Source: an optimization exercise on an open RTL-to-GDS flow (aim: small area, a short achievable clock period and few clock cycles per item). Production flows keep margins and buffers that such runs may drop.
Only simulation tests tie the RTL to the original design; equivalence was not proved.
Power and IR drop assume default switching activity.

`run.sh`:
```
#!/bin/bash
# synth_recipe.tcl (not shown) runs the flow's synth.tcl, then flattens the netlist and writes it again
# the make line also repeats each setting of config.mk as NAME=value (left out here)
make -C /OpenROAD-flow-scripts/flow DESIGN_CONFIG=/design/flow/config.mk WORK_HOME=/design/flow/orfs CLKGATE_MAP_FILE= SYNTH_SCRIPT=/design/flow/synth_recipe.tcl finish
```
`config.mk`:
```
export PLATFORM = sky130hd
export DESIGN_NAME = qspi_memory_interface
export DESIGN_NICKNAME = qspi_memory_interface
export VERILOG_FILES = /design/flow/design.v
export SDC_FILE = /design/flow/constraint.sdc
export NUM_CORES = 4
export LEC_CHECK = 0
export CAP_MARGIN = 20
export CORE_MARGIN = 2
export CORE_UTILIZATION = 40
export SLEW_MARGIN = 20
```
`constraint.sdc`:
```
create_clock -name core_clock -period 10.0 [get_ports {clk}]
set_input_delay 2.0000 -clock core_clock [delete_from_list [all_inputs] [get_ports {clk}]]
set_output_delay 2.0000 -clock core_clock [all_outputs]
set_load 0.01 [all_outputs]
```
`design.v`:
```
module qspi_memory_interface (
    input  wire        clk,
    input  wire        spi_rst_n,
    input  wire        st,
    input  wire        ld,
    input  wire        spi_target,     
    input  wire [15:0] addr,
    input  wire [15:0] data_in,
    output reg  [15:0] data_out,
    output wire        spi_clk,
    output wire        spi_flash_cs,   
    output wire        spi_ram_cs,     
    input  wire [3:0]  spi_data_in,
    output wire [3:0]  spi_data_out,
    output wire [3:0]  spi_data_oe,
    output reg         busy
);
    wire init_done;
    reg        init_spi_clk;
    reg        init_flash_cs;
    reg        init_ram_cs;
    reg [3:0]  init_data_out;
    reg [3:0]  init_data_oe;
    reg        core_spi_clk;
    reg        core_flash_cs;
    reg        core_ram_cs;
    reg [3:0]  core_data_out;
    reg [3:0]  core_data_oe;
    assign spi_clk      = init_done ? core_spi_clk   : init_spi_clk;
    assign spi_flash_cs = init_done ? core_flash_cs  : init_flash_cs;
    assign spi_ram_cs   = init_done ? core_ram_cs    : init_ram_cs;
    assign spi_data_out = init_done ? core_data_out  : init_data_out;
    assign spi_data_oe  = init_done ? core_data_oe   : init_data_oe;
    localparam W_IDLE       = 2'd0;
    localparam W_START      = 2'd1;
    localparam W_WAIT_BUSY  = 2'd2;
    localparam W_WAIT_IDLE  = 2'd3;
    reg [1:0]  wstate;
    reg        op_is_read;
    reg [15:0] core_addr_cpu;
    reg [15:0] core_write_word;
    reg        core_start_read;
    reg        core_start_write;
    reg        core_target_ram;
    wire [15:0] core_read_word;
    wire        core_busy;
    always @(posedge clk or negedge spi_rst_n) begin
        if (!spi_rst_n) begin
            wstate           <= W_IDLE;
            busy             <= 1'b0;
            op_is_read       <= 1'b0;
            core_addr_cpu    <= 16'h0000;
            core_write_word  <= 16'h0000;
            core_start_read  <= 1'b0;
            core_start_write <= 1'b0;
            core_target_ram  <= 1'b0;
            data_out         <= 16'h0000;
        end else begin
            core_start_read  <= 1'b0;
            core_start_write <= 1'b0;
            case (wstate)
                W_IDLE: begin
                    busy <= !init_done;
                    if (!init_done) begin
                        wstate <= W_IDLE;
                    end else if (ld) begin
                        busy            <= 1'b1;
                        op_is_read      <= 1'b1;
                        core_target_ram <= spi_target;
                        core_addr_cpu   <= addr;
                        wstate          <= W_START;
                    end else if (st) begin
                        if (spi_target) begin
                            busy             <= 1'b1;
                            op_is_read       <= 1'b0;
                            core_target_ram  <= 1'b1;
                            core_addr_cpu    <= addr;
                            core_write_word  <= data_in;
                            wstate           <= W_START;
                        end else begin
                            busy   <= 1'b0;
                            wstate <= W_IDLE;
                        end
                    end
                end
                W_START: begin
                    busy <= 1'b1;
                    if (op_is_read)
                        core_start_read <= 1'b1;
                    else
                        core_start_write <= 1'b1;
                    wstate <= W_WAIT_BUSY;
                end
                W_WAIT_BUSY: begin
                    busy <= 1'b1;
                    if (core_busy)
                        wstate <= W_WAIT_IDLE;
                end
                W_WAIT_IDLE: begin
                    if (!core_busy) begin
                        if (op_is_read)
                            data_out <= core_read_word;
                        busy       <= 1'b0;
                        op_is_read <= 1'b0;
                        wstate     <= W_IDLE;
                    end else begin
                        busy <= 1'b1;
                    end
                end
            endcase
        end
    end
    localparam I_IDLE       = 3'd0;
    localparam I_WAIT_PWR   = 3'd1;
    localparam I_LOAD       = 3'd2;
    localparam I_SHIFT_LOW  = 3'd3;
    localparam I_SHIFT_HIGH = 3'd4;
    localparam I_CS_HIGH    = 3'd5;
    localparam I_GAP        = 3'd6;
    localparam I_DONE       = 3'd7;
    localparam INIT_STEP_FLASH_RST_EN = 4'd0;
    localparam INIT_STEP_FLASH_RST    = 4'd1;
    localparam INIT_STEP_FLASH_WREN   = 4'd2;
    localparam INIT_STEP_FLASH_SR2    = 4'd3;
    localparam INIT_STEP_FLASH_EB     = 4'd4;
    localparam INIT_STEP_FLASH_CONT   = 4'd5;
    localparam INIT_STEP_END          = 4'd6;
    localparam integer INIT_CLK_HZ      = 50000000;
    localparam integer INIT_WAIT_BITS   = 22;
    localparam [INIT_WAIT_BITS-1:0] INIT_POWER_WAIT_CYCLES      = (INIT_CLK_HZ / 1000) * 10;
    localparam [INIT_WAIT_BITS-1:0] INIT_RESET_WAIT_CYCLES      = (INIT_CLK_HZ / 1000) * 2;
    localparam [INIT_WAIT_BITS-1:0] INIT_FLASH_SR2_WAIT_CYCLES  = (INIT_CLK_HZ / 1000) * 40;
    localparam [INIT_WAIT_BITS-1:0] INIT_FLASH_CONT_WAIT_CYCLES = (INIT_CLK_HZ / 1000) * 1;
    localparam [INIT_WAIT_BITS-1:0] INIT_CMD_GAP_CYCLES         = (INIT_CLK_HZ / 1000000) * 5 + 4;
    function [INIT_WAIT_BITS-1:0] init_gap_cycles;
        input [3:0] stp;
        begin
            case (stp)
                INIT_STEP_FLASH_RST:  init_gap_cycles = INIT_RESET_WAIT_CYCLES;
                INIT_STEP_FLASH_SR2:  init_gap_cycles = INIT_FLASH_SR2_WAIT_CYCLES;
                INIT_STEP_FLASH_CONT: init_gap_cycles = INIT_FLASH_CONT_WAIT_CYCLES;
                default:              init_gap_cycles = INIT_CMD_GAP_CYCLES;
            endcase
        end
    endfunction
    function [2:0] init_bytes_left;
        input [3:0] stp;
        begin
            case (stp)
                INIT_STEP_FLASH_SR2:  init_bytes_left = 3'd2;
                INIT_STEP_FLASH_CONT: init_bytes_left = 3'd6;
                INIT_STEP_END:        init_bytes_left = 3'd0;
                default:              init_bytes_left = 3'd1;
            endcase
        end
    endfunction
    function [7:0] init_byte;
        input [3:0] stp;
        input [2:0] idx;
        begin
            case (stp)
                INIT_STEP_FLASH_RST_EN: init_byte = 8'h66;
                INIT_STEP_FLASH_RST:    init_byte = 8'h99;
                INIT_STEP_FLASH_WREN:   init_byte = 8'h06;
                INIT_STEP_FLASH_SR2:    init_byte = (idx == 3'd0) ? 8'h31 : 8'h02;
                INIT_STEP_FLASH_EB:     init_byte = 8'hEB;
                INIT_STEP_FLASH_CONT: begin
                    case (idx)
                        3'd0: init_byte = 8'h00;  
                        3'd1: init_byte = 8'h00;  
                        3'd2: init_byte = 8'h00;  
                        3'd3: init_byte = 8'hA0;  
                        default: init_byte = 8'h00;  
                    endcase
                end
                default: init_byte = 8'h00;
            endcase
        end
    endfunction
    reg [2:0]  init_state;
    reg [3:0]  init_step;
    reg [7:0]  init_shift;
    reg [2:0]  init_bit_cnt;
    reg [INIT_WAIT_BITS-1:0] init_wait_cnt;
    reg [2:0]  init_byte_idx;
    reg        init_done_r;
    wire       init_use_quad_w   = (init_step == INIT_STEP_FLASH_CONT);
    wire [2:0] init_bytes_left_w = init_bytes_left(init_step);
    assign init_done = init_done_r;
    always @(posedge clk or negedge spi_rst_n) begin
        if (!spi_rst_n) begin
            init_state    <= I_IDLE;
            init_step     <= INIT_STEP_FLASH_RST_EN;
            init_done_r   <= 1'b0;
            init_spi_clk  <= 1'b0;
            init_flash_cs <= 1'b1;
            init_ram_cs   <= 1'b1;
            init_data_out <= 4'b0000;
            init_data_oe  <= 4'b0000;
            init_shift    <= 8'h00;
            init_bit_cnt  <= 3'd0;
            init_wait_cnt <= {INIT_WAIT_BITS{1'b0}};
            init_byte_idx <= 3'd0;
        end else begin
            case (init_state)
                I_IDLE: begin
                    init_done_r   <= 1'b0;
                    init_spi_clk  <= 1'b0;
                    init_flash_cs <= 1'b1;
                    init_ram_cs   <= 1'b1;
                    init_data_oe  <= 4'b0000;
                    init_wait_cnt <= INIT_POWER_WAIT_CYCLES;
                    init_state    <= I_WAIT_PWR;
                end
                I_WAIT_PWR: begin
                    if (init_wait_cnt != {INIT_WAIT_BITS{1'b0}})
                        init_wait_cnt <= init_wait_cnt - {{(INIT_WAIT_BITS-1){1'b0}}, 1'b1};
                    else
                        init_state <= I_LOAD;
                end
                I_LOAD: begin
                    if (init_step >= INIT_STEP_END) begin
                        init_state <= I_DONE;
                    end else begin
                        init_spi_clk  <= 1'b0;
                        init_flash_cs <= 1'b0;
                        init_ram_cs   <= 1'b1;
                        init_byte_idx <= 3'd0;
                        init_shift    <= init_byte(init_step, 3'd0);
                        init_bit_cnt  <= init_use_quad_w ? 3'd1 : 3'd7;
                        init_state    <= I_SHIFT_LOW;
                    end
                end
                I_SHIFT_LOW: begin
                    init_spi_clk <= 1'b0;
                    if (init_use_quad_w) begin
                        init_data_oe  <= 4'b1111;
                        init_data_out <= init_shift[7:4];
                    end else begin
                        init_data_oe  <= 4'b0001;
                        init_data_out <= {3'b000, init_shift[7]};
                    end
                    init_state <= I_SHIFT_HIGH;
                end
                I_SHIFT_HIGH: begin
                    init_spi_clk <= 1'b1;
                    if (init_bit_cnt == 3'd0) begin
                        if (init_byte_idx + 3'd1 >= init_bytes_left_w) begin
                            init_state <= I_CS_HIGH;
                        end else begin
                            init_byte_idx <= init_byte_idx + 3'd1;
                            init_shift    <= init_byte(init_step, init_byte_idx + 3'd1);
                            init_bit_cnt  <= init_use_quad_w ? 3'd1 : 3'd7;
                            init_state    <= I_SHIFT_LOW;
                        end
                    end else begin
                        if (init_use_quad_w)
                            init_shift <= {init_shift[3:0], 4'h0};
                        else
                            init_shift <= {init_shift[6:0], 1'b0};
                        init_bit_cnt <= init_bit_cnt - 3'd1;
                        init_state   <= I_SHIFT_LOW;
                    end
                end
                I_CS_HIGH: begin
                    init_spi_clk <= 1'b0;
                    init_data_oe <= 4'b0000;
                    if (init_step == INIT_STEP_FLASH_EB) begin
                        init_flash_cs <= 1'b0;
                        init_ram_cs   <= 1'b1;
                        init_step     <= INIT_STEP_FLASH_CONT;
                        init_state    <= I_LOAD;
                    end else begin
                        init_flash_cs <= 1'b1;
                        init_ram_cs   <= 1'b1;
                        init_wait_cnt <= init_gap_cycles(init_step);
                        init_state    <= I_GAP;
                    end
                end
                I_GAP: begin
                    if (init_wait_cnt != {INIT_WAIT_BITS{1'b0}})
                        init_wait_cnt <= init_wait_cnt - {{(INIT_WAIT_BITS-1){1'b0}}, 1'b1};
                    else begin
                        init_step  <= init_step + 4'd1;
                        init_state <= I_LOAD;
                    end
                end
                I_DONE: begin
                    init_done_r   <= 1'b1;
                    init_spi_clk  <= 1'b0;
                    init_flash_cs <= 1'b1;
                    init_ram_cs   <= 1'b1;
                    init_data_oe  <= 4'b0000;
                end
            endcase
        end
    end
    localparam C_IDLE        = 4'd0;
    localparam C_FLASH_ADDR  = 4'd1;
    localparam C_FLASH_MODE  = 4'd2;
    localparam C_FLASH_DUMMY = 4'd3;
    localparam C_FLASH_DATA  = 4'd4;
    localparam C_RAM_CMD     = 4'd5;
    localparam C_RAM_ADDR    = 4'd6;
    localparam C_RAM_DATA    = 4'd7;
    localparam C_FINISH      = 4'd8;
    reg [3:0]  core_state;
    reg        core_is_writing;
    reg [15:0] core_read_shift;
    reg [4:0]  core_count;
    reg [15:0] core_read_word_r;
    assign core_busy      = (core_state != C_IDLE);
    assign core_read_word = core_read_word_r;
    wire [23:0] flash_byte_addr = {7'b0000000, core_addr_cpu, 1'b0};
    wire [23:0] ram_byte_addr   = {1'b0, 6'b000000, core_addr_cpu, 1'b0};
    wire ram_cmd_mosi = (core_count == 5'd1) ||
                        ((core_count == 5'd0) && !core_is_writing);  
    always @(posedge clk or negedge spi_rst_n) begin
        if (!spi_rst_n) begin
            core_state       <= C_IDLE;
            core_spi_clk     <= 1'b0;
            core_flash_cs    <= 1'b1;
            core_ram_cs      <= 1'b1;
            core_data_oe     <= 4'b0000;
            core_is_writing  <= 1'b0;
            core_read_shift  <= 16'h0000;
            core_count       <= 5'd0;
            core_read_word_r <= 16'h0000;
        end else if (!init_done) begin
            core_state     <= C_IDLE;
            core_spi_clk   <= 1'b0;
            core_flash_cs  <= 1'b1;
            core_ram_cs    <= 1'b1;
            core_data_oe   <= 4'b0000;
        end else begin
            if (core_state == C_IDLE) begin
                core_spi_clk  <= 1'b0;
                core_data_oe  <= 4'b0000;
                core_flash_cs <= 1'b1;
                core_ram_cs   <= 1'b1;
                if (core_start_read || core_start_write) begin
                    core_is_writing <= core_start_write;
                    core_read_shift <= 16'h0000;
                    if (core_target_ram) begin
                        core_flash_cs <= 1'b1;
                        core_ram_cs   <= 1'b0;
                        core_data_oe  <= 4'b0001;  
                        core_count    <= 5'd7;     
                        core_state    <= C_RAM_CMD;
                    end else begin
                        core_flash_cs <= 1'b0;
                        core_ram_cs   <= 1'b1;
                        core_data_oe  <= 4'b1111;
                        core_count    <= 5'd5;  
                        core_state    <= C_FLASH_ADDR;
                    end
                end
            end else if (core_state == C_FINISH) begin
                core_spi_clk    <= 1'b0;
                core_data_oe    <= 4'b0000;
                core_flash_cs   <= 1'b1;
                core_ram_cs     <= 1'b1;
                core_is_writing <= 1'b0;
                core_state      <= C_IDLE;
            end else begin
                core_spi_clk <= !core_spi_clk;
                if (core_spi_clk) begin
                    case (core_state)
                        C_FLASH_ADDR: begin
                            if (core_count == 5'd0) begin
                                core_count <= 5'd1;  
                                core_state <= C_FLASH_MODE;
                            end else begin
                                core_count <= core_count - 5'd1;
                            end
                        end
                        C_FLASH_MODE: begin
                            if (core_count == 5'd0) begin
                                core_data_oe <= 4'b0000;
                                core_count   <= 5'd3;  
                                core_state   <= C_FLASH_DUMMY;
                            end else begin
                                core_count <= core_count - 5'd1;
                            end
                        end
                        C_FLASH_DUMMY: begin
                            if (core_count == 5'd0) begin
                                core_count <= 5'd3;  
                                core_state <= C_FLASH_DATA;
                            end else begin
                                core_count <= core_count - 5'd1;
                            end
                        end
                        C_FLASH_DATA: begin
                            core_read_shift <= {core_read_shift[11:0], spi_data_in};
                            if (core_count == 5'd0) begin
                                core_read_word_r <= {core_read_shift[11:0], spi_data_in};
                                core_state       <= C_FINISH;
                            end else begin
                                core_count <= core_count - 5'd1;
                            end
                        end
                        C_RAM_CMD: begin
                            if (core_count == 5'd0) begin
                                core_count <= 5'd23;  
                                core_state <= C_RAM_ADDR;
                            end else begin
                                core_count <= core_count - 5'd1;
                            end
                        end
                        C_RAM_ADDR: begin
                            if (core_count == 5'd0) begin
                                core_count <= 5'd15;  
                                core_state <= C_RAM_DATA;
                                if (core_is_writing)
                                    core_data_oe <= 4'b0001;  
                                else
                                    core_data_oe <= 4'b0000;  
                            end else begin
                                core_count <= core_count - 5'd1;
                            end
                        end
                        C_RAM_DATA: begin
                            if (core_is_writing) begin
                                if (core_count == 5'd0) begin
                                    core_state <= C_FINISH;
                                end else begin
                                    core_count <= core_count - 5'd1;
                                end
                            end else begin
                                core_read_shift <= {core_read_shift[14:0], spi_data_in[1]};
                                if (core_count == 5'd0) begin
                                    core_read_word_r <= {core_read_shift[14:0], spi_data_in[1]};
                                    core_state       <= C_FINISH;
                                end else begin
                                    core_count <= core_count - 5'd1;
                                end
                            end
                        end
                        default: begin
                            core_state <= C_FINISH;
                        end
                    endcase
                end
            end
        end
    end
    always @(*) begin
        core_data_out = 4'b1111;
        case (core_state)
            C_FLASH_ADDR: begin
                case (core_count)
                    5'd5: core_data_out = flash_byte_addr[23:20];
                    5'd4: core_data_out = flash_byte_addr[19:16];
                    5'd3: core_data_out = flash_byte_addr[15:12];
                    5'd2: core_data_out = flash_byte_addr[11:8];
                    5'd1: core_data_out = flash_byte_addr[7:4];
                    default: core_data_out = flash_byte_addr[3:0];
                endcase
            end
            C_FLASH_MODE: begin
                core_data_out = (core_count == 5'd1) ? 4'hA : 4'h0;
            end
            C_FLASH_DUMMY: begin
                core_data_out = 4'b1111;
            end
            C_FLASH_DATA: begin
                core_data_out = 4'b1111;
            end
            C_RAM_CMD: begin
                core_data_out = {3'b111, ram_cmd_mosi};
            end
            C_RAM_ADDR: begin
                core_data_out = {3'b111, ram_byte_addr[core_count]};
            end
            C_RAM_DATA: begin
                if (core_is_writing)
                    core_data_out = {3'b111, core_write_word[core_count]};
                else
                    core_data_out = 4'b1111;
            end
            default: begin
                core_data_out = 4'b1111;
            end
        endcase
    end
endmodule
```
==> flow_summary.yaml <==
grt:
  grt_pass1_vias: 6552
  antenna_found_initial: 0
  grt_max_degree: 78
  gr-total-overflow: 0
  grt_usage_pct: 18.3
  grt_pass1_wl_mm: 33.5
synthesis:
  syn_avg_cell_area_um2: 9.74
  synth_top_cell_by_area: "dfrtp_1"
  yosys.area_share.simple_pct: 15.5
  synth_edf_count: 0
  synth.net_count: 949
  synth_xor_area_share_pct: 0.815
  async_reset_ff_share_pct: 100
  syn_area_um2: 8600
  muxShareOfSynthArea_pct: 14.8
  yosysMostFrequentCell: "dfrtp_1"
  synthTopCellsByArea: "dfrtp_1, mux2_2, o21ai_0"
  seq_area_frac_synth_pct: 44.6
  synth_top_family_by_area: "compound AO/OA/AOI/OAI gates"
  synth_adder_area_share_pct: 3.64
  synth_commonest_cells: "dfrtp_1, nand2_1, o21ai_0"
  ys_types: 68
  synth_compound_area_share_pct: 17.1
  ys_ff_latch: 153
  synthCells: 883
  synth_ff_type: "dfrtp_1"
  yosys_warnings: 1
  synth_top_area_share_pct: 43.6
power_and_ir_drop:
  cellInternalPower_mw: 0.984
  power.switching_mw: 0.331
  p_leak_nw: 4.34
  peakVddDrop_uv: 85.1
  power.density_nw_per_um2: 130
  p_sw_share_pct: 25.2
  power_mw: 1.31
  seqPwrFrac_pct: 47.9
  pwr-share-clk_pct: 49.1
  pwr-share-comb_pct: 2.9
placed_design:
  numPortBuffers: 68
  dp.final_hpwl_mm: 13.7
  dp_slack_ps: 5160
  gp_congestion: 0.872
  placed_area_um2: 9500
cells_and_area:
  seqCellArea_um2: 3830
  antenna_cells: 0
  design_area_um2: 10100
  fin_nets: 992
  multi_input_area_um2: 4480
  fillerInstances: 1956
  drive_above_1_share_pct: 16.0
  syn2layout_area_growth_pct: 17.5
clock_tree:
  cts_setup_buffers: 0
  cts_buffer_depth: 2
  cts_sinks: 153
  insertion_delay_ps: 430
  cts-root-buf: "clkbuf_16"
  clk_pin_slew_ps: 70
  postCtsHoldBufs: 0
  cts_resized: 0
  tritoncts: "yes"
  numCtsBuffers: 17
  cts.htree.levels: 4
drt:
  drt-initial-drc-count: 593
  wl_met1_mm: 9.49
  remaining_drc_errors: 0
  via_per_inst: 5.56
  antenna_left: 0
  wl_met2_mm: 9.24
  via_count: 6746
  route.top_layer_used: "met4"
  wl_met3_um: 849
  wl_mm: 19.8
  drt-wirelength-per-cell_um: 16.3
  dr.pass1.iters: 5
worst_setup_path:
  required_ps: 8000
  slowest_delay_ps: 750
  worstPathCellList: "inv_1 > ha_1 > nor4b_1 > a22oi_1 > a21oi_1 > o22ai_1 > o311ai_0 > clkdlybuf4s50_1"
  cp_max_fo: 10
  cp_num_buf_inv: 2
  cp_top_family: "buffers and inverters"
  reg2reg_slack_ps: 6540
  critPathKind: "reg -> out"
  end_kind: "output pin"
  worstPathArrival_ps: 3400
  cp-start-kind: "register"
  worst_path_max_delay_cell: "nor4b_1"
die:
  initial_core_util_pct: 40.8
  core_um2: 21100
  io_pins: 69
  num_rows: 53
  dieArea_um2: 22700
  chipHeight_um: 151
  die_x_um: 151
sta:
  whs_ps: 477
  worst_slack_ps: 4600
  worst_pin_slew_ps: 1000
  relSlewSlack_pct: 33.1
  fin_crit_sh_pct: 54.0
  fmax_mhz: 185
  finalSetupViolations: 0
  rsz0062_at_grt: "false"
  hold_violations: 0
  fin_tns_setup_ps: 0
  worst_clock_skew_ps: 12.5
  drv_slew: 0
  fin_crit_ps: 5400
flow_run:
  max_cap_viol_count: 0
hold_path:
  hp-class: "reg -> reg"
run_status:
  status: "complete, no violations"
==> worst reg2reg max path, cell delays in order, from the launching register on <==
cell and delay [ps]:
dfrtp_1 470, ha_1 400, mux2i_1 120, nor2_1 220, a21oi_1 80, ha_1 270, nand2b_1 90, a21o_1 110
a21oi_1 160, nand2b_1 210, a21oi_1 790, mux2_2 420
==> kinds of logic (layout without fill, tap and decap cells) <==
group / count (synthesis) / in the layout
simple gates: 277 / 277
compound gates: 232 / 232
flops: 153 / 153
mux: 108 / 108
buf+inv: 80 / 136
fa+ha+maj: 25 / 25
xor+xnor: 8 / 8
==> cell usage in the layout, fill, tap and decap left out, types with 6 or more instances in the layout <==
| cell | instances |
|---|---|
| buf_4 | 8 |
| a32o_1 | 7 |
| nand2_1 | 83 |
| inv_1 | 26 |
| or2_2 | 6 |
| a22o_1 | 6 |
| nor3_1 | 26 |
| nor2b_1 | 11 |
| xnor2_1 | 7 |
| o21ai_0 | 77 |
| a21oi_1 | 49 |
| nand2b_1 | 13 |
| a31oi_1 | 18 |
| inv_8 | 8 |
| ha_1 | 25 |
| and2_1 | 7 |
| mux2_2 | 75 |
| clkbuf_16 | 17 |
| o31ai_1 | 6 |
| mux2i_1 | 25 |
| nand3_1 | 13 |
| mux4_2 | 8 |
| clkdlybuf4s50_1 | 67 |
| dfrtp_1 | 150 |
| o22ai_1 | 6 |
| o22a_1 | 6 |
| nor2_1 | 76 |
==> registers in the layout, summed over array words and instances (netlist names), 3 cells and up <==
name	flops
init_state	3
core_addr_cpu	16
init_byte_idx	3
core_state	4
core_read_shift	15
init_shift	8
core_write_word	16
init_bit_cnt	3
core_count	5
core_read_word_r	16
data_out	16
init_wait_cnt	22
init_data_out	4
init_step	4
==> layer usage <==
layer | up-vias | track usage (%)
li1 | 3299 | -
met1 | 3277 | 25.7
met2 | 153 | 29.1
met3 | 17 | 3.82
met4 | 0 | 4.11
met5 | - | 0
==> stage by stage <==
stage	util, %	std cells
3_5_place_dp	45.0	1181
4_1_cts	47.9	1213
3_3_place_gp	45.0	1181
2_1_floorplan	-	883
5_1_grt	47.9	1214
6_report	47.9	1214
==> power by group through the flow <==
stage | clock (mW) | combinational (mW) | sequential, mW
2_1_floorplan | 0 | 0.00928 | 0.640
3_3_place_gp | 0 | 0.0395 | 0.643
3_5_place_dp | 0 | 0.0399 | 0.642
4_1_cts | 0.664 | 0.0401 | 0.630
5_1_grt | 0.688 | 0.0435 | 0.631
6_report | 0.646 | 0.0386 | 0.630
==> path summary, 6_finish.rpt <==
check / cells past startpoint / from / endpoint
min in group asynchronous: 1 / spi_rst_n / core_write_word[7]
worst min register to register: 2 / core_read_word_r[4] / core_read_word_r[4]
max in group asynchronous: 2 / spi_rst_n / init_wait_cnt[14]
worst min-delay path: 2 / core_read_word_r[4] / core_read_word_r[4]
worst max register to register: 11 / init_step[0] / init_shift[6]
worst max-delay path: 8 / core_count[0] / spi_data_out[0]
==> final cells by class <==
type                            count  share of cell area, %
Tap cell                          275                   3.40
Inverter                           26                  0.966
Multi-Input combinational cell    650                   44.3
Sequential cell                   153                   37.9
Timing Repair Buffer               78                   7.56
Clock buffer                       17                   4.21
Clock inverter                     15                   1.65
Testbench counts, summed over its fixed seeds: cycles 88,960, ops 1,280.

[afterwards: timing with drivers on the ports]
How much do the figures lean on ideal ports? The routed layout below was timed once more, with nothing changed but the port constraints. Step 1: set_driving_cell puts a clkbuf_16 on clk and a buf_2 on each other input, an assumption about the parent block. Step 2 moves the port delays by t, midway between the first and last clock arrival at a register: inputs arrive t later, outputs are due t later. That takes back most of the time a late clock gives input paths. Three values: ideal ports, drivers, drivers and shift; two values: the first two.
t (ns): 0.470
setup WS [ns]: 4.596 / 4.553 / 5.023
hold WS [ns]: 0.476 / 0.477 / 0.477
worst setup path at the end: register to output
clock arrival spread, ns: 0.012 / 0.012
After both steps this run still meets setup and hold. For this run, drivers alone change the setup slack by -0.043 ns; drivers and shift together by +0.427 ns.
